Context: an optimization exercise on an open-source flow, tuned for small area, a short achievable clock period and few clock cycles. The choices shown serve that exercise and are no tape-out recipe. No functional check of the RTL was part of any run shown here. No activity file was given, so power comes from the tool's default toggle rates.

**design/flow/design.v**
```verilog
`timescale 1ns/1ps
`default_nettype none
module Decode
(
    input   wire    [31:0]  instr_i,
    output  wire    [4:0]   rd_o,
    output  wire    [4:0]   rs1_o,
    output  wire    [4:0]   rs2_o,
    output  wire    [2:0]   f3_o,
    output  wire            lui_o,
    output  wire            auipc_o,
    output  wire            jal_o,
    output  wire            jalr_o,
    output  wire            branch_o,
    output  wire            load_o,
    output  wire            store_o,
    output  wire            op_o,        
    output  wire            md_o,        
    output  wire            system_o,    
    output  wire            rd_we_o,     
    output  wire            use_rs1_o,
    output  wire            use_rs2_o,
    output  wire            sub_o,       
    output  wire            sra_o,
    output  wire    [31:0]  imm_o,       
    output  wire    [31:0]  bimm_o       
);
    wire [4:0] opc = instr_i[6:2];
    wire [2:0] f3  = instr_i[14:12];
    assign rd_o  = instr_i[11:7];
    assign rs1_o = instr_i[19:15];
    assign rs2_o = instr_i[24:20];
    assign f3_o  = f3;
    assign lui_o    = (opc == 5'b01101);
    assign auipc_o  = (opc == 5'b00101);
    assign jal_o    = (opc == 5'b11011);
    assign jalr_o   = (opc == 5'b11001);
    assign branch_o = (opc == 5'b11000);
    assign load_o   = (opc == 5'b00000);
    assign store_o  = (opc == 5'b01000);
    wire   opimm    = (opc == 5'b00100);
    wire   op       = (opc == 5'b01100);
    assign op_o     = op & ~instr_i[25];
    assign md_o     = op &  instr_i[25];
    assign system_o = (opc == 5'b11100);
    assign rd_we_o  = (rd_o != 5'd0) &
                      (lui_o | auipc_o | jal_o | jalr_o | load_o | opimm | op | system_o);
    assign use_rs1_o = ~(lui_o | auipc_o | jal_o);
    assign use_rs2_o = op | store_o | branch_o;
    assign sub_o = branch_o | ((op | opimm) & (f3 == 3'b010 | f3 == 3'b011)) |
                   (op & instr_i[30] & (f3 == 3'b000));
    assign sra_o = instr_i[30];
    wire [31:0] imm_i = {{20{instr_i[31]}}, instr_i[31:20]};
    wire [31:0] imm_s = {{20{instr_i[31]}}, instr_i[31:25], instr_i[11:7]};
    wire [31:0] imm_u = {instr_i[31:12], 12'd0};
    wire [31:0] imm_j = {{12{instr_i[31]}}, instr_i[19:12], instr_i[20], instr_i[30:21], 1'b0};
    assign imm_o = store_o ? imm_s :
                   (lui_o | auipc_o) ? imm_u :
                   jal_o ? imm_j : imm_i;
    assign bimm_o = {{20{instr_i[31]}}, instr_i[7], instr_i[30:25], instr_i[11:8], 1'b0};
endmodule
`default_nettype none
module RfAoi222 (input wire a1, a2, b1, b2, c1, c2, output wire y);
    assign y = ~((a1 & a2) | (b1 & b2) | (c1 & c2));
endmodule
module RfAoi22 (input wire a1, a2, b1, b2, output wire y);
    assign y = ~((a1 & a2) | (b1 & b2));
endmodule
module RfNand4 (input wire a, b, c, d, output wire y);
    assign y = ~(a & b & c & d);
endmodule
module RfNand3 (input wire a, b, c, output wire y);
    assign y = ~(a & b & c);
endmodule
module RfOr3 (input wire a, b, c, output wire y);
    assign y = a | b | c;
endmodule
module RfRdBit (input wire [30:0] s, input wire [30:0] d, output wire y);
    wire [10:0] t;
    genvar k;
    generate
        for (k = 0; k < 9; k = k + 1) begin : a3
            RfAoi222 u (.a1(s[3*k]), .a2(d[3*k]), .b1(s[3*k+1]), .b2(d[3*k+1]),
                        .c1(s[3*k+2]), .c2(d[3*k+2]), .y(t[k]));
        end
    endgenerate
    RfAoi22 u9  (.a1(s[27]), .a2(d[27]), .b1(s[28]), .b2(d[28]), .y(t[9]));
    RfAoi22 u10 (.a1(s[29]), .a2(d[29]), .b1(s[30]), .b2(d[30]), .y(t[10]));
    wire n0, n1, n2;
    RfNand4 v0 (.a(t[0]), .b(t[1]), .c(t[2]),  .d(t[3]), .y(n0));
    RfNand4 v1 (.a(t[4]), .b(t[5]), .c(t[6]),  .d(t[7]), .y(n1));
    RfNand3 v2 (.a(t[8]), .b(t[9]), .c(t[10]), .y(n2));
    RfOr3   w  (.a(n0), .b(n1), .c(n2), .y(y));
endmodule
module RegisterFile
(
    input   wire            Clk_i,
    input   wire            Rst_i,
    input   wire    [4:0]   Ra_Sel_i,
    output  wire    [31:0]  Ra_o,
    input   wire    [4:0]   Rb_Sel_i,
    output  wire    [31:0]  Rb_o,
    input   wire            Data_We_i,
    input   wire    [4:0]   Rd_Sel_i,
    input   wire    [31:0]  Data_i
);
    reg [31:1] valid;
    wire [31:0] regs [1:31];
    genvar g, b;
    generate
        for (g = 1; g < 32; g = g + 1) begin : r
            reg [31:0] q;
            always @(posedge Clk_i)
                if (Data_We_i && Rd_Sel_i == g)
                    q <= Data_i;
            assign regs[g] = q;
        end
    endgenerate
    always @(posedge Clk_i) begin
        if (Rst_i)
            valid <= 31'd0;
        else if (Data_We_i && Rd_Sel_i != 5'd0)
            valid[Rd_Sel_i] <= 1'b1;
    end
    wire [30:0] sa, sb;
    generate
        for (g = 1; g < 32; g = g + 1) begin : sel
            assign sa[g-1] = (Ra_Sel_i == g) & valid[g];
            assign sb[g-1] = (Rb_Sel_i == g) & valid[g];
        end
        for (b = 0; b < 32; b = b + 1) begin : rd
            wire [30:0] col;
            for (g = 1; g < 32; g = g + 1) begin : c
                assign col[g-1] = regs[g][b];
            end
            RfRdBit pa (.s(sa), .d(col), .y(Ra_o[b]));
            RfRdBit pb (.s(sb), .d(col), .y(Rb_o[b]));
        end
    endgenerate
endmodule
`default_nettype none
module RcAdd #(parameter W = 32)
(
    input   wire    [W-1:0] a_i,
    input   wire    [W-1:0] b_i,
    input   wire            c_i,
    output  wire    [W-1:0] s_o,
    output  wire            c_o
);
    wire [W:0] c;
    assign c[0] = c_i;
    genvar i;
    generate
        for (i = 0; i < W; i = i + 1) begin : fa
            assign s_o[i]  = a_i[i] ^ b_i[i] ^ c[i];
            assign c[i+1]  = (a_i[i] & b_i[i]) | (c[i] & (a_i[i] ^ b_i[i]));
        end
    endgenerate
    assign c_o = c[W];
endmodule
module Alu
(
    input   wire    [31:0]  a_i,
    input   wire    [31:0]  b_i,
    input   wire            sub_i,       
    input   wire    [2:0]   f3_i,        
    input   wire            sra_i,       
    input   wire            sh_ovr_i,    
    input   wire    [31:0]  sh_x_i,
    input   wire    [4:0]   sh_s_i,
    output  reg     [31:0]  result_o,
    output  wire    [31:0]  sum_o,
    output  wire    [31:0]  shift_o,
    output  wire            eq_o,
    output  wire            lt_o,
    output  wire            ltu_o
);
    wire carry;
    RcAdd #(.W(32)) add
    (
        .a_i    (a_i),
        .b_i    (b_i ^ {32{sub_i}}),
        .c_i    (sub_i),
        .s_o    (sum_o),
        .c_o    (carry)
    );
    wire [31:0] x_ab = a_i ^ b_i;
    assign eq_o  = ~|x_ab;
    assign ltu_o = ~carry;
    assign lt_o  = (a_i[31] ^ b_i[31]) ? a_i[31] : sum_o[31];
    function [31:0] reverse;
        input [31:0] x;
        integer k;
        begin
            for (k = 0; k < 32; k = k + 1)
                reverse[31-k] = x[k];
        end
    endfunction
    wire        left   = sh_ovr_i | (f3_i == 3'b001);
    wire [31:0] sh_src = sh_ovr_i ? sh_x_i : a_i;
    wire [4:0]  sh_amt = sh_ovr_i ? sh_s_i : b_i[4:0];
    wire [31:0] sh_in  = left ? reverse(sh_src) : sh_src;
    wire        sh_fill = sra_i & ~left & sh_src[31];
    /*verilator lint_off UNUSEDSIGNAL*/
    wire [32:0] sh_out = $signed({sh_fill, sh_in}) >>> sh_amt;
    /*verilator lint_on UNUSEDSIGNAL*/
    assign shift_o = left ? reverse(sh_out[31:0]) : sh_out[31:0];
    always @(*) begin
        case (f3_i)
            3'b000:  result_o = sum_o;
            3'b001:  result_o = shift_o;
            3'b010:  result_o = {31'd0, lt_o};
            3'b011:  result_o = {31'd0, ltu_o};
            3'b100:  result_o = x_ab;
            3'b101:  result_o = shift_o;
            3'b110:  result_o = a_i | b_i;
            default: result_o = a_i & b_i;
        endcase
    end
endmodule
module MulDiv
(
    input   wire            clk_i,
    input   wire            rst_i,
    input   wire    [31:0]  a_i,         
    input   wire    [31:0]  b_i,         
    input   wire    [2:0]   f3_i,        
    input   wire            go_i,        
    output  wire            done_o,      
    output  wire    [31:0]  res_o,
    output  wire    [31:0]  sh_x_o,      
    output  wire    [4:0]   sh_s_o,
    input   wire    [31:0]  sh_y_i
);
    reg         act;         
    reg [31:0]  P;           
    reg [31:0]  Q;           
    reg [31:0]  Bs;          
    reg [5:0]   cnt;         
    wire first  = ~act;
    wire is_div = f3_i[2];
    wire is_mul   = (f3_i[1:0] == 2'b00);
    wire a_signed = (f3_i[1:0] == 2'b01) | (f3_i[1:0] == 2'b10);
    wire corr     = ~is_mul & ~(f3_i[1:0] == 2'b01) & b_i[31];    
    wire [35:0] bx = {3'b000, b_i, 1'b0};
    wire [8:0]  g0 = bx[8:0];
    wire [8:0]  g1 = bx[16:8];
    wire [8:0]  g2 = bx[24:16];
    wire [8:0]  g3 = bx[32:24];
    wire nz1 = ~((g1 == 9'h000) | (g1 == 9'h1ff));
    wire nz2 = ~((g2 == 9'h000) | (g2 == 9'h1ff));
    wire nz3 = ~((g3 == 9'h000) | (g3 == 9'h1ff));
    wire [2:0] k0 = nz3 ? 3'd3 : nz2 ? 3'd2 : nz1 ? 3'd1 : 3'd0;
    wire [2:0] didx = first ? (is_mul ? k0 : 3'd0) : cnt[2:0];
    reg  [8:0] g;
    always @(*) begin
        case (didx)
            3'd0:    g = g0;
            3'd1:    g = g1;
            3'd2:    g = g2;
            3'd3:    g = g3;
            default: g = 9'b000000010;       
        endcase
    end
    wire [32:0] A33 = {a_signed & a_i[31], a_i};
    wire [39:0] pp [0:3];
    wire [3:0]  pneg;
    genvar gj;
    generate
        for (gj = 0; gj < 4; gj = gj + 1) begin : booth
            wire b2 = g[2*gj+2];
            wire b1 = g[2*gj+1];
            wire b0 = g[2*gj];
            wire one = b1 ^ b0;
            wire two = (b2 & ~b1 & ~b0) | (~b2 & b1 & b0);
            wire ng  = b2 & ~(b1 & b0);
            wire [33:0] m  = one ? {A33[32], A33} : (two ? {A33, 1'b0} : 34'd0);
            wire [33:0] mx = m ^ {34{ng}};
            wire [39:0] e  = {{6{mx[33]}}, mx};
            assign pp[gj]   = e << (2 * gj);
            assign pneg[gj] = ng;
        end
    endgenerate
    wire [39:0] X = first  ? 40'd0 :
                    is_mul ? {8'd0, P[23:0], 8'd0} :
                             {{8{P[31]}}, P};
    wire [39:0] nb = {33'd0, pneg[3], 1'b0, pneg[2], 1'b0, pneg[1], 1'b0, pneg[0]};
    wire [39:0] s1, c1, s2, c2, s3, c3, s4, c4;
    assign s1 = X ^ pp[0] ^ pp[1];
    assign c1 = {((X & pp[0]) | (pp[1] & (X ^ pp[0]))), 1'b0} ;
    assign s2 = pp[2] ^ pp[3] ^ nb;
    assign c2 = {((pp[2] & pp[3]) | (nb & (pp[2] ^ pp[3]))), 1'b0};
    assign s3 = s1 ^ c1 ^ s2;
    assign c3 = {((s1 & c1) | (s2 & (s1 ^ c1))), 1'b0};
    assign s4 = s3 ^ c3 ^ c2;
    assign c4 = {((s3 & c3) | (c2 & (s3 ^ c3))), 1'b0};
    wire [39:0] S;
    RcAdd #(.W(40)) mfin (.a_i(s4), .b_i(c4), .c_i(1'b0), .s_o(S), .c_o());
    wire        noshift  = is_mul | (didx == 3'd4);
    wire        mul_done = is_mul ? (didx == 3'd0) : ((didx == 3'd3) & ~corr) | (didx == 3'd4);
    wire [31:0] mul_res  = noshift ? S[31:0] : S[39:8];
    wire [2:0]  mul_cnt  = is_mul ? didx - 3'd1 : didx + 3'd1;
    wire sgn = ~f3_i[0];
    wire rem = f3_i[1];
    wire sa  = sgn & a_i[31];
    wire sb  = sgn & b_i[31];
    wire neg = rem ? sa : (sa ^ sb);
    wire fix = ~first & (cnt == 6'd0);       
    wire [32:0] t1 = {1'b0, P} - {1'b0, Bs};
    wire        q1 = ~t1[32];
    wire [31:0] R1 = q1 ? t1[31:0] : P;
    wire [31:0] t2;
    wire        c2o;
    RcAdd #(.W(32)) sub2
    (
        .a_i    (R1),
        .b_i    (~{1'b0, Bs[31:1]}),
        .c_i    (1'b1),
        .s_o    (t2),
        .c_o    (c2o)
    );
    wire        q2 = c2o;
    wire [31:0] R2 = q2 ? t2 : R1;
    wire        two = |cnt[5:1];
    wire [31:0] Rn = two ? R2 : R1;
    wire [31:0] Qn = two ? {Q[29:0], q1, q2} : {Q[30:0], q1};
    wire [31:0] raw = rem ? Rn : Qn;
    wire [31:0] nin  = first ? a_i : (rem ? P : Q);
    wire [31:0] nout, bneg;
    wire [32:0] na, nb2;
    assign na[0]  = 1'b1;
    assign nb2[0] = 1'b1;
    genvar gn;
    generate
        for (gn = 0; gn < 32; gn = gn + 1) begin : negs
            assign nout[gn]  = ~nin[gn] ^ na[gn];
            assign na[gn+1]  = ~nin[gn] & na[gn];
            assign bneg[gn]  = ~b_i[gn] ^ nb2[gn];
            assign nb2[gn+1] = ~b_i[gn] & nb2[gn];
        end
    endgenerate
    wire [31:0] amag = sa ? nout : a_i;
    wire [31:0] bmag = sb ? bneg : b_i;
    function [5:0] bitlen;
        input [31:0] x;
        integer k;
        begin
            bitlen = 6'd0;
            for (k = 0; k < 32; k = k + 1)
                if (x[k]) bitlen = k[5:0] + 6'd1;
        end
    endfunction
    wire [5:0] la = bitlen(amag);
    wire [5:0] lb = bitlen(bmag);
    wire       bz = ~|b_i;
    wire       a_lt_b = (la < lb);
    wire [5:0] s6 = la - lb;
    assign sh_x_o = bmag;
    assign sh_s_o = s6[4:0];
    wire [5:0] cnt_dec = cnt - (two ? 6'd2 : 6'd1);
    wire div_done = first ? (bz | a_lt_b) : (fix | (~two | (cnt == 6'd2)) & ~neg);
    wire [31:0] div_res = first ? ((rem | ~bz) ? (rem ? a_i : 32'd0) : 32'hffffffff)
                                : (fix ? nout : raw);
    assign done_o = is_div ? div_done : mul_done;
    assign res_o  = is_div ? div_res : mul_res;
    always @(posedge clk_i) begin
        if (rst_i)
            act <= 1'b0;
        else if (go_i)
            act <= ~done_o;
    end
    always @(posedge clk_i) begin
        if (go_i) begin
            if (is_div) begin
                if (first) begin
                    P   <= amag;
                    Q   <= 32'd0;
                    Bs  <= sh_y_i;
                    cnt <= s6 + 6'd1;
                end else begin
                    P   <= Rn;
                    Q   <= Qn;
                    Bs  <= {2'b00, Bs[31:2]};
                    cnt <= cnt_dec;
                end
            end else begin
                P   <= mul_res;
                cnt <= {3'd0, mul_cnt};
            end
        end
    end
endmodule
`default_nettype none
module CSR_Unit
(
    input   wire            clk_i,
    input   wire            rst_i,
    input   wire [11:0]     addr_i,
    output  wire [31:0]     data_o
);
    reg [63:0]  csr_cycle;
    wire [64:0] cy;
    assign cy[0] = 1'b1;
    genvar i;
    generate
        for (i = 0; i < 64; i = i + 1) begin : inc
            assign cy[i+1] = cy[i] & csr_cycle[i];
        end
    endgenerate
    always @(posedge clk_i) begin
        if (rst_i)
            csr_cycle <= 64'd0;
        else
            csr_cycle <= csr_cycle ^ cy[63:0];
    end
    assign data_o = (addr_i == 12'hc00) ? csr_cycle[31:0] :
                    (addr_i == 12'hc80) ? csr_cycle[63:32] : 32'd0;
endmodule
`default_nettype none
module AtomRV
(
    input   wire            clk_i,
    input   wire            rst_i,
    output  wire    [31:0]  imem_addr_o,
    input   wire    [31:0]  imem_data_i,
    output  wire            imem_valid_o,
    input   wire            imem_ack_i,
    output  wire    [31:0]  dmem_addr_o,
    input   wire    [31:0]  dmem_data_i,
    output  wire    [31:0]  dmem_data_o,
    output  wire     [3:0]  dmem_sel_o,
    output  wire            dmem_we_o,
    output  wire            dmem_valid_o,
    input   wire            dmem_ack_i
);
    reg  [31:2] pc_f;
    reg         fetch_en;
    reg         v_e;
    reg  [31:0] ir;
    reg  [31:2] pc_e;
    reg         p_e;         
    reg         m_v;         
    reg         m_we;        
    reg         m_wen;       
    reg         m_load;
    reg  [31:0] m_addr;
    reg  [31:0] m_data;      
    reg  [3:0]  m_sel;
    reg  [4:0]  m_rd;
    reg  [2:0]  m_f3;
    wire [4:0]  rd, rs1, rs2;
    wire [2:0]  f3;
    wire        is_lui, is_auipc, is_jal, is_jalr, is_br, is_ld, is_st, is_op, is_md, is_sys;
    wire        rd_we, use1, use2, sub, sra;
    wire [31:0] imm, bimm;
    Decode decode
    (
        .instr_i    (ir),
        .rd_o       (rd),
        .rs1_o      (rs1),
        .rs2_o      (rs2),
        .f3_o       (f3),
        .lui_o      (is_lui),
        .auipc_o    (is_auipc),
        .jal_o      (is_jal),
        .jalr_o     (is_jalr),
        .branch_o   (is_br),
        .load_o     (is_ld),
        .store_o    (is_st),
        .op_o       (is_op),
        .md_o       (is_md),
        .system_o   (is_sys),
        .rd_we_o    (rd_we),
        .use_rs1_o  (use1),
        .use_rs2_o  (use2),
        .sub_o      (sub),
        .sra_o      (sra),
        .imm_o      (imm),
        .bimm_o     (bimm)
    );
    wire [31:0] rf1, rf2;
    reg  [31:0] ld_val;
    wire        rf_we = m_wen;
    wire [31:0] rf_wd = m_load ? ld_val : m_data;
    RegisterFile rf
    (
        .Clk_i      (clk_i),
        .Rst_i      (rst_i),
        .Ra_Sel_i   (rs1),
        .Ra_o       (rf1),
        .Rb_Sel_i   (rs2),
        .Rb_o       (rf2),
        .Data_We_i  (rf_we),
        .Rd_Sel_i   (m_rd),
        .Data_i     (rf_wd)
    );
    wire m_fwd = m_wen & ~m_load;
    wire [31:0] rs1v = (m_fwd && m_rd == rs1) ? m_data : rf1;
    wire [31:0] rs2v = (m_fwd && m_rd == rs2) ? m_data : rf2;
    wire load_use = m_wen & m_load & ((use1 && m_rd == rs1) || (use2 && m_rd == rs2));
    wire csr_wait = is_sys & m_v;
    wire md_done;
    wire md_go    = v_e & is_md & ~m_v & ~load_use;
    wire ex_want  = v_e & ~load_use & ~csr_wait & ~(is_md & (m_v | ~md_done));
    wire mem_free = ~m_v | dmem_ack_i;
    wire ex_go    = ex_want & mem_free;
    wire ex_free  = ~v_e | ex_go;
    wire [31:0] pc_e32 = {pc_e, 2'b00};
    wire [31:0] op_a = is_lui ? 32'd0 : ((is_auipc | is_jal) ? pc_e32 : rs1v);
    wire [31:0] op_b = (is_op | is_md | is_br) ? rs2v : imm;
    wire [31:0] alu_res, sum, shift_out;
    wire        eq, lt, ltu;
    wire [31:0] md_sh_x;
    wire [4:0]  md_sh_s;
    wire [31:0] md_res;
    Alu alu
    (
        .a_i        (op_a),
        .b_i        (op_b),
        .sub_i      (sub),
        .f3_i       ((is_op | ~is_md & (ir[4] & ~ir[2])) ? f3 : 3'b000),
        .sra_i      (sra),
        .sh_ovr_i   (is_md),
        .sh_x_i     (md_sh_x),
        .sh_s_i     (md_sh_s),
        .result_o   (alu_res),
        .sum_o      (sum),
        .shift_o    (shift_out),
        .eq_o       (eq),
        .lt_o       (lt),
        .ltu_o      (ltu)
    );
    MulDiv muldiv
    (
        .clk_i      (clk_i),
        .rst_i      (rst_i),
        .a_i        (rs1v),
        .b_i        (rs2v),
        .f3_i       (f3),
        .go_i       (md_go),
        .done_o     (md_done),
        .res_o      (md_res),
        .sh_x_o     (md_sh_x),
        .sh_s_o     (md_sh_s),
        .sh_y_i     (shift_out)
    );
    wire [31:2] tsum;
    RcAdd #(.W(30)) tadd (.a_i(pc_e), .b_i(p_e ? 30'd1 : bimm[31:2]), .c_i(1'b0), .s_o(tsum), .c_o());
    wire br_cond = (f3[2] ? (f3[1] ? ltu : lt) : eq) ^ f3[0];
    wire taken   = is_jal | is_jalr | (is_br & (br_cond ^ p_e));
    wire [31:2] target = is_br ? tsum : sum[31:2];
    wire [31:0] csr_val;
    CSR_Unit csr_unit
    (
        .clk_i      (clk_i),
        .rst_i      (rst_i),
        .addr_i     (ir[31:20]),
        .data_o     (csr_val)
    );
    reg [31:0] ex_res;
    always @(*) begin
        if (is_st)
            ex_res = f3[1] ? rs2v : (f3[0] ? {2{rs2v[15:0]}} : {4{rs2v[7:0]}});
        else if (is_jal | is_jalr)
            ex_res = {pc_f, 2'b00};      
        else if (is_sys)
            ex_res = csr_val;
        else if (is_md)
            ex_res = md_res;
        else
            ex_res = alu_res;
    end
    reg [3:0] st_sel;
    always @(*) begin
        case (f3[1:0])
            2'b00:   st_sel = 4'b0001 << sum[1:0];
            2'b01:   st_sel = sum[1] ? 4'b1100 : 4'b0011;
            default: st_sel = 4'b1111;
        endcase
    end
    wire redirect = ex_go & taken;
    wire [31:2] pc_inc;
    wire [30:0] pcc;
    assign pcc[0] = 1'b1;
    genvar gi;
    generate
        for (gi = 0; gi < 30; gi = gi + 1) begin : pcinc
            assign pc_inc[gi+2] = pc_f[gi+2] ^ pcc[gi];
            assign pcc[gi+1]    = pc_f[gi+2] & pcc[gi];
        end
    endgenerate
    wire fetched  = fetch_en & imem_ack_i;
    wire [31:0] fi = imem_data_i;
    wire        f_bwd = (fi[6:2] == 5'b11000) & fi[31];
    wire [10:0] f_off = {fi[31], fi[7], fi[30:25], fi[11:9]};
    wire [11:0] f_lo  = {1'b0, pc_f[12:2]} + {1'b0, f_off};
    wire [31:13] pc_hi_dec;
    wire [19:0] phb;
    assign phb[0] = 1'b1;
    genvar gh;
    generate
        for (gh = 0; gh < 19; gh = gh + 1) begin : hidec
            assign pc_hi_dec[gh+13] = pc_f[gh+13] ^ phb[gh];
            assign phb[gh+1]        = ~pc_f[gh+13] & phb[gh];
        end
    endgenerate
    wire [31:2] f_target = {f_lo[11] ? pc_f[31:13] : pc_hi_dec, f_lo[10:0]};
    assign imem_addr_o  = {pc_f, 2'b00};
    assign imem_valid_o = fetch_en;
    always @(posedge clk_i) begin
        if (rst_i) begin
            fetch_en <= 1'b0;
            pc_f     <= 30'd0;
            v_e      <= 1'b0;
        end else begin
            fetch_en <= 1'b1;
            if (redirect) begin
                pc_f <= target;
                v_e  <= 1'b0;
            end else if (ex_free) begin
                v_e  <= fetched;
                if (fetched)
                    pc_f <= f_bwd ? f_target : pc_inc;
            end
        end
    end
    always @(posedge clk_i) begin
        if (ex_free) begin
            ir   <= imem_data_i;
            pc_e <= pc_f;
            p_e  <= f_bwd;
        end
    end
    always @(posedge clk_i) begin
        if (rst_i) begin
            m_v   <= 1'b0;
            m_wen <= 1'b0;
        end else if (mem_free) begin
            m_v   <= ex_want & (is_ld | is_st);
            m_wen <= ex_want & rd_we;
        end
    end
    always @(posedge clk_i) begin
        if (mem_free) begin
            m_we   <= is_st;
            m_load <= is_ld;
            m_addr <= sum;
            m_data <= ex_res;
            m_sel  <= st_sel;
            m_rd   <= rd;
            m_f3   <= f3;
        end
    end
    assign dmem_valid_o = m_v;
    assign dmem_we_o    = m_we;
    assign dmem_addr_o  = {m_addr[31:2], 2'b00};
    assign dmem_sel_o   = m_sel;
    assign dmem_data_o  = m_data;
    wire [7:0]  ld_b = m_addr[1] ? (m_addr[0] ? dmem_data_i[31:24] : dmem_data_i[23:16])
                                 : (m_addr[0] ? dmem_data_i[15:8]  : dmem_data_i[7:0]);
    wire [15:0] ld_h = m_addr[1] ? dmem_data_i[31:16] : dmem_data_i[15:0];
    always @(*) begin
        case (m_f3[1:0])
            2'b00:   ld_val = {{24{~m_f3[2] & ld_b[7]}}, ld_b};
            2'b01:   ld_val = {{16{~m_f3[2] & ld_h[15]}}, ld_h};
            default: ld_val = dmem_data_i;
        endcase
    end
endmodule
`default_nettype none
 module AtomBones
(
    input   wire    clk_i,
    input   wire    rst_i,
    output  wire    [31:0]  imem_addr_o,     
    input   wire    [31:0]  imem_data_i,     
    output  wire            imem_valid_o,    
    input   wire            imem_ack_i,      
    output  wire    [31:0]  dmem_addr_o,     
    input   wire    [31:0]  dmem_data_i,     
    output  wire    [31:0]  dmem_data_o,     
    output  wire    [3:0]   dmem_sel_o,      
    output  wire            dmem_we_o,       
    output  wire            dmem_valid_o,    
    input   wire            dmem_ack_i       
);
    AtomRV atom_core
    (
        .clk_i          (clk_i),   
        .rst_i          (rst_i),   
        .imem_addr_o    (imem_addr_o),   
        .imem_data_i    (imem_data_i),   
        .imem_valid_o   (imem_valid_o),   
        .imem_ack_i     (imem_ack_i),   
        .dmem_addr_o    (dmem_addr_o),   
        .dmem_data_i    (dmem_data_i),   
        .dmem_data_o    (dmem_data_o),   
        .dmem_sel_o     (dmem_sel_o),   
        .dmem_we_o      (dmem_we_o),   
        .dmem_valid_o   (dmem_valid_o),   
        .dmem_ack_i     (dmem_ack_i)
    );
endmodule
```
**design/flow/run.sh**
```bash
#!/bin/bash
# synth_recipe.tcl (not shown) runs the flow's synth.tcl, then flattens the netlist and writes it again
# the make line also repeats each setting of config.mk as NAME=value (left out here)
make -C /OpenROAD-flow-scripts/flow DESIGN_CONFIG=/design/flow/config.mk WORK_HOME=/design/flow/orfs CLKGATE_MAP_FILE= SYNTH_SCRIPT=/design/flow/synth_recipe.tcl finish
```
**design/flow/config.mk**
```make
export PLATFORM = sky130hd
export DESIGN_NAME = AtomBones
export DESIGN_NICKNAME = AtomBones
export VERILOG_FILES = /design/flow/design.v
export SDC_FILE = /design/flow/constraint.sdc
export NUM_CORES = 8
export LEC_CHECK = 0
export CAP_MARGIN = 30
export CORE_MARGIN = 2
export CORE_UTILIZATION = 75
export SLEW_MARGIN = 20
export SYNTH_HIERARCHICAL = 1
export SYNTH_MINIMUM_KEEP_SIZE = 0
```
**design/flow/constraint.sdc**
```tcl
create_clock -name core_clock -period 135.0 [get_ports {clk_i}]
set_input_delay 27.0000 -clock core_clock [delete_from_list [all_inputs] [get_ports {clk_i}]]
set_output_delay 27.0000 -clock core_clock [all_outputs]
set_load 0.01 [all_outputs]
```
==> run notes, run 1 <==
# TYPE chip_impl_metric gauge
chip_impl_metric{name="syn-cell-area",unit="um2"} 87000
chip_impl_metric{name="count_of_cells_resized_by_post_cts_repair",unit=""} 0
chip_impl_metric{name="placed_cell_area",unit="um2"} 90700
chip_impl_metric{name="io_pins",unit=""} 171
chip_impl_metric{name="yosysWarningCount",unit=""} 11
chip_impl_metric{name="synth.avg_cell_area",unit="um2"} 11.2
chip_impl_metric{name="io_buffer_count",unit=""} 164
chip_impl_metric{name="grt_use_total",unit="%"} 77.1
chip_impl_info{name="haltStage",value="global routing"} 1
chip_impl_metric{name="numPlacedInstances",unit=""} 9212
chip_impl_info{name="first-error",value="[ERROR GRT-0116] Global routing finished with congestion. Check the congestion regions in the DRC Viewer."} 1
chip_impl_metric{name="place_congestion",unit=""} 1.10
chip_impl_metric{name="cts_htree_levels",unit=""} 4
chip_impl_metric{name="grt_max_degree",unit=""} 80
chip_impl_metric{name="post-dp-hpwl",unit="um"} 252000
chip_impl_metric{name="first_global_vias",unit=""} 92357
chip_impl_metric{name="die_width",unit="um"} 345
chip_impl_metric{name="grt_remaining_overflow",unit=""} 317
chip_impl_metric{name="die_h",unit="um"} 345
chip_impl_metric{name="first_pass_grt_wire_length",unit="um"} 659000
chip_impl_metric{name="clock_buffer_count_from_cts",unit=""} 134
chip_impl_metric{name="netlist_instances",unit=""} 7774
chip_impl_metric{name="core.rowCount",unit=""} 124
chip_impl_metric{name="initial_utilization",unit="%"} 75.9
chip_impl_metric{name="post-cts-setup-buffers",unit=""} 0
chip_impl_metric{name="placement.setup.worst_slack",unit="ns"} 104.81
chip_impl_info{name="clockRootBuffer",value="sky130_fd_sc_hd__clkbuf_16"} 1
chip_impl_metric{name="clock_path_buffers",unit=""} 3
chip_impl_metric{name="cts_hold_buf",unit=""} 0
chip_impl_info{name="status",value="did not finish"} 1
[through the flow]
step	util (%)	hold WS [ns]	total power (W)
floorplan	-	0.417	0.000550
global placement	78.8	0.428	0.000593
detailed placement	79.1	0.444	0.000600
CTS	83.0	0.489	0.000992
[worst max path at each step]
| stage | end | slack (ns) | cells after the start | from |
|---|---|---|---|---|
| 4_1_cts | atom_core.rf.r[18].q[11]$_DFFE_PP_ | 105.25 | 8 | dmem_data_i[23] |
| 3_5_place_dp | atom_core.pc_f[24]$_SDFFE_PP0P_ | 104.81 | 9 | imem_data_i[3] |
| 3_3_place_gp | atom_core.rf.r[19].q[15]$_DFFE_PP_ | 104.65 | 6 | dmem_data_i[23] |
| 2_1_floorplan | atom_core.pc_f[22]$_SDFFE_PP0P_ | 105.80 | 7 | imem_data_i[3] |
[power by group through the flow]
stage	Clock (W)	Combinational [W]	Sequential [W]
detailed placement	0	0.000104	0.000497
CTS	0.000396	0.000108	0.000488
global placement	0	0.0000969	0.000497
floorplan	0	0.0000584	0.000492
[per-layer routing]
layer / GRT overflow / GRT usage, %
met2: 97 / 90.2
met5: 12 / 42.4
met1: 28 / 80.1
met3: 40 / 66.7
met4: 140 / 66.6
==> inputs of run 2 (changes only) <==
==> design/flow/flow/run.sh (new file) <==
#!/bin/bash
# Layout flow: the standard flow (standard.sh) with repair_timing asked to
# work down to a 28.5 ns period (setup margin 106.5 ns at the 135 ns clock)
# and faster port buffers. Tool output goes to standard.log here.
bash standard.sh SETUP_SLACK_MARGIN=106.5 "BUFFER_PORTS_ARGS=-buffer_cell sky130_fd_sc_hd__buf_2" finish > standard.log 2>&1
==> design/flow/standard.sh (new file) <==
#!/bin/bash
# synth_recipe.tcl (not shown) runs the flow's synth.tcl, then flattens the netlist and writes it again
# the make line also repeats each setting of config.mk as NAME=value (left out here)
make -C /OpenROAD-flow-scripts/flow DESIGN_CONFIG=/design/flow/config.mk WORK_HOME=/design/flow/orfs CLKGATE_MAP_FILE= SYNTH_SCRIPT=/design/flow/synth_recipe.tcl "${@:-finish}"
--- a/design/flow/config.mk
+++ b/design/flow/config.mk
@@ -7,7 +7,7 @@
 export LEC_CHECK = 0
 export CAP_MARGIN = 30
 export CORE_MARGIN = 2
-export CORE_UTILIZATION = 75
+export CORE_UTILIZATION = 60
 export SLEW_MARGIN = 20
 export SYNTH_HIERARCHICAL = 1
 export SYNTH_MINIMUM_KEEP_SIZE = 0
removed: design/flow/run.sh
==> run notes, run 2 <==
# TYPE chip_impl_metric gauge
chip_impl_metric{name="grt_remaining_overflow",unit=""} 0
chip_impl_metric{name="cts_hold_buf",unit=""} 0
chip_impl_metric{name="largest_reg_flops",unit=""} 992
chip_impl_metric{name="core.rowCount",unit=""} 139
chip_impl_info{name="final_common_cell",value="sky130_fd_sc_hd__edfxtp_1"} 1
chip_impl_metric{name="grt_max_degree",unit=""} 97
chip_impl_metric{name="detailedRoute.firstIterationViolations",unit=""} 15556
chip_impl_metric{name="area_delta_synth_final",unit="%"} 11.3
chip_impl_metric{name="timing_max_transition_violations_final",unit=""} 0
chip_impl_metric{name="setup_viol",unit=""} 0
chip_impl_metric{name="syn-cell-area",unit="um2"} 87000
chip_impl_metric{name="fin_util",unit="%"} 67.3
chip_impl_info{name="worst-setup-path-type",value="in -> reg"} 1
chip_impl_metric{name="vias_per_cell",unit=""} 7.58
chip_impl_metric{name="die_h",unit="um"} 385
chip_impl_metric{name="nFillCells",unit=""} 10846
chip_impl_metric{name="clock_latency",unit="ns"} 0.85
chip_impl_metric{name="numPlacedInstances",unit=""} 9594
chip_impl_metric{name="place_congestion",unit=""} 1.06
chip_impl_metric{name="count_of_clock_tree_sinks",unit=""} 1363
chip_impl_metric{name="finalWorstPathRequiredPeriod",unit="ns"} 28.70
chip_impl_metric{name="cts.reportedPaths.clkPinSlew",unit="ns"} 0.07
chip_impl_metric{name="route.vias.total",unit=""} 75490
chip_impl_metric{name="netlist_instances",unit=""} 7774
chip_impl_metric{name="achievable-frequency",unit="MHz"} 34.8
chip_impl_metric{name="drt_antenna_net_count",unit=""} 0
chip_impl_info{name="status",value="timing/DRC/antenna clean"} 1
chip_impl_metric{name="cp_max_fo",unit=""} 15
chip_impl_metric{name="first_global_vias",unit=""} 71355
chip_impl_metric{name="core_area",unit="um2"} 144000
chip_impl_metric{name="dieArea",unit="um2"} 148000
chip_impl_metric{name="cts_htree_levels",unit=""} 4
chip_impl_metric{name="power.density",unit="nW/um2"} 10.5
chip_impl_info{name="setup.worst_path.start_class",value="input port"} 1
chip_impl_metric{name="worstMarginPinSlew",unit="ns"} 1.30
chip_impl_info{name="cts_tree",value="yes"} 1
chip_impl_metric{name="drt_pre_antenna_iters",unit=""} 12
chip_impl_info{name="largest-register",value="atom_core.rf.r.q"} 1
chip_impl_metric{name="clock_skew",unit="ns"} 0.123
chip_impl_metric{name="clock_path_buffers",unit=""} 3
chip_impl_metric{name="wire_length_reported_by_the_detailed_router",unit="um"} 360000
chip_impl_metric{name="die_width",unit="um"} 385
chip_impl_metric{name="max_cap_viol_count",unit=""} 0
chip_impl_metric{name="post_route_cells_drive_above_1_share",unit="%"} 16.7
chip_impl_metric{name="route.detailed.drc",unit=""} 0
chip_impl_metric{name="slew_headroom",unit="%"} 13.7
chip_impl_metric{name="worstPathArrival",unit="ns"} 29.17
chip_impl_info{name="hold_path_class",value="reg -> reg"} 1
chip_impl_metric{name="io_pins",unit=""} 171
chip_impl_metric{name="yosysWarningCount",unit=""} 11
chip_impl_info{name="rsz0062_at_grt",value="yes"} 1
chip_impl_metric{name="first_pass_grt_wire_length",unit="um"} 501000
chip_impl_metric{name="routedWlPerCell",unit="um"} 36.2
chip_impl_metric{name="nNetsFinal",unit=""} 8560
chip_impl_metric{name="grt_use_total",unit="%"} 47.1
chip_impl_metric{name="antenna_violations_before_repair",unit=""} 36
chip_impl_metric{name="initial_utilization",unit="%"} 60.5
chip_impl_info{name="clockRootBuffer",value="sky130_fd_sc_hd__clkbuf_16"} 1
chip_impl_metric{name="synth.avg_cell_area",unit="um2"} 11.2
chip_impl_metric{name="io_buffer_count",unit=""} 164
chip_impl_metric{name="vdd_drop_max",unit="mV"} 0.0126
chip_impl_metric{name="post-dp-hpwl",unit="um"} 247000
chip_impl_metric{name="power",unit="W"} 0.00102
chip_impl_metric{name="clock_buffer_count_from_cts",unit=""} 145
chip_impl_metric{name="stdcell_count",unit=""} 9964
chip_impl_info{name="most-common-layout-cells",value="sky130_fd_sc_hd__edfxtp_1, sky130_fd_sc_hd__a222oi_1, sky130_fd_sc_hd__nor2_1, sky130_fd_sc_hd__a21oi_1, sky130_fd_sc_hd__inv_1"} 1
chip_impl_info{name="cp-end-kind",value="register"} 1
chip_impl_metric{name="final-hold-violation-count",unit=""} 0
chip_impl_metric{name="totalNegativeSetupSlack",unit="ns"} 0
chip_impl_metric{name="fin_crit_sh",unit="%"} 21.3
chip_impl_info{name="leading_registers_by_flop_count",value="atom_core.rf.r.q: 992 flops, atom_core.csr_unit.csr_cycle: 64 flops"} 1
chip_impl_metric{name="total_leakage_power",unit="nW"} 36.2
chip_impl_metric{name="crit_required",unit="ns"} 135.47
run 2: critical path, stage by stage:
cell and delay (ns):
sky130_fd_sc_hd__buf_2 0.20, sky130_fd_sc_hd__mux4_2 0.50, sky130_fd_sc_hd__nand2_1 0.15, sky130_fd_sc_hd__nor2_4 0.15, sky130_fd_sc_hd__buf_4 0.18, sky130_fd_sc_hd__a211oi_4 0.68
sky130_fd_sc_hd__a21oi_4 0.29
run 2: area by class of cell:
class / count / area [um2] / share of cell area (%)
Antenna cell: 10 / 25.0 / 0.0258
Clock buffer: 176 / 3840 / 3.96
Clock inverter: 87 / 1110 / 1.15
Inverter: 468 / 1760 / 1.82
Multi-Input combinational cell: 5463 / 44500 / 45.9
Sequential cell: 1363 / 39700 / 41.0
Tap cell: 1903 / 2380 / 2.46
Timing Repair Buffer: 493 / 3530 / 3.64
Timing Repair inverter: 1 / 5.00 / 0.00517
run 2: timing repair:
action | in CTS | in global routing
gates resized for setup | 73 | 32
gates cloned | 6 | 9
setup endpoints to repair | 862 | 267
pin swaps | 14 | 29
buffers inserted | 48 | 27
run 2: metal layers:
metal  vias up  wire length, um  global-route usage, %
met5         -              608                  0.780
met4        32            23000                   25.0
met3      1222            64100                   19.4
met2      6880           146000                   65.1
met1     36583           127000                   63.0
li1      30773                -                      -
run 2: final timing paths:
kind / start / end / slack (ns) / cells past startpoint
worst max-delay path: dmem_data_i[23] / atom_core.rf.r[30].q[15]$_DFFE_PP_ / 106.30 / 7
worst min-delay path: atom_core.csr_unit.csr_cycle[0]$_SDFF_PP0_ / atom_core.csr_unit.csr_cycle[0]$_SDFF_PP0_ / 0.45 / 1
worst max register to register: atom_core.ir[20]$_DFFE_PP_ / atom_core.m_data[31]$_DFFE_PN_ / 106.80 / 83
worst min register to register: atom_core.csr_unit.csr_cycle[0]$_SDFF_PP0_ / atom_core.csr_unit.csr_cycle[0]$_SDFF_PP0_ / 0.45 / 1
run 2: power by group:
group          total (W)  leakage (nW)  switching (W)  internal (W)
clock network   0.000412          2.35       0.000182      0.000230
registers       0.000484          12.5     0.00000595      0.000478
logic           0.000121          21.3      0.0000861     0.0000346
run 2: per-stage QoR:
| step | setup WS [ns] | hold slack [ns] | instance area (um2) |
|---|---|---|---|
| detailed placement | 105.27 | 0.440 | 90600 |
| CTS | 106.40 | 0.448 | 96300 |
| finish | 106.30 | 0.453 | 96800 |
| floorplan | 105.82 | 0.417 | 87500 |
| global placement | 105.14 | 0.428 | 90400 |
| global route | 106.30 | 0.481 | 96800 |

[static timing again, ports no longer ideal]
The results above use ideal ports. As a check the final layout listed here was re-extracted and re-timed, cells and wires unchanged.
Step 1, drivers: a clkbuf_16 drives clk_i and a buf_2 each remaining input, both assumed.
Step 2 adds t to the input delays and takes it off the output delays; t is the mean of the earliest and latest rising clock arrival at the registers after step 1. Input paths then give back, and output paths get back, about the clock's delay inside the block.
Three values: ideal, step 1, step 2; two values: the first two.
run: run 2
t, ns: 0.880
setup WS [ns]: 106.298 / 106.366 / 105.486
slew at the worst register clock pin (ns): 0.07 / 0.07
After both steps run 2 still meets setup and hold. For run 2, drivers alone change the setup slack by +0.068 ns; drivers and shift together by -0.812 ns.
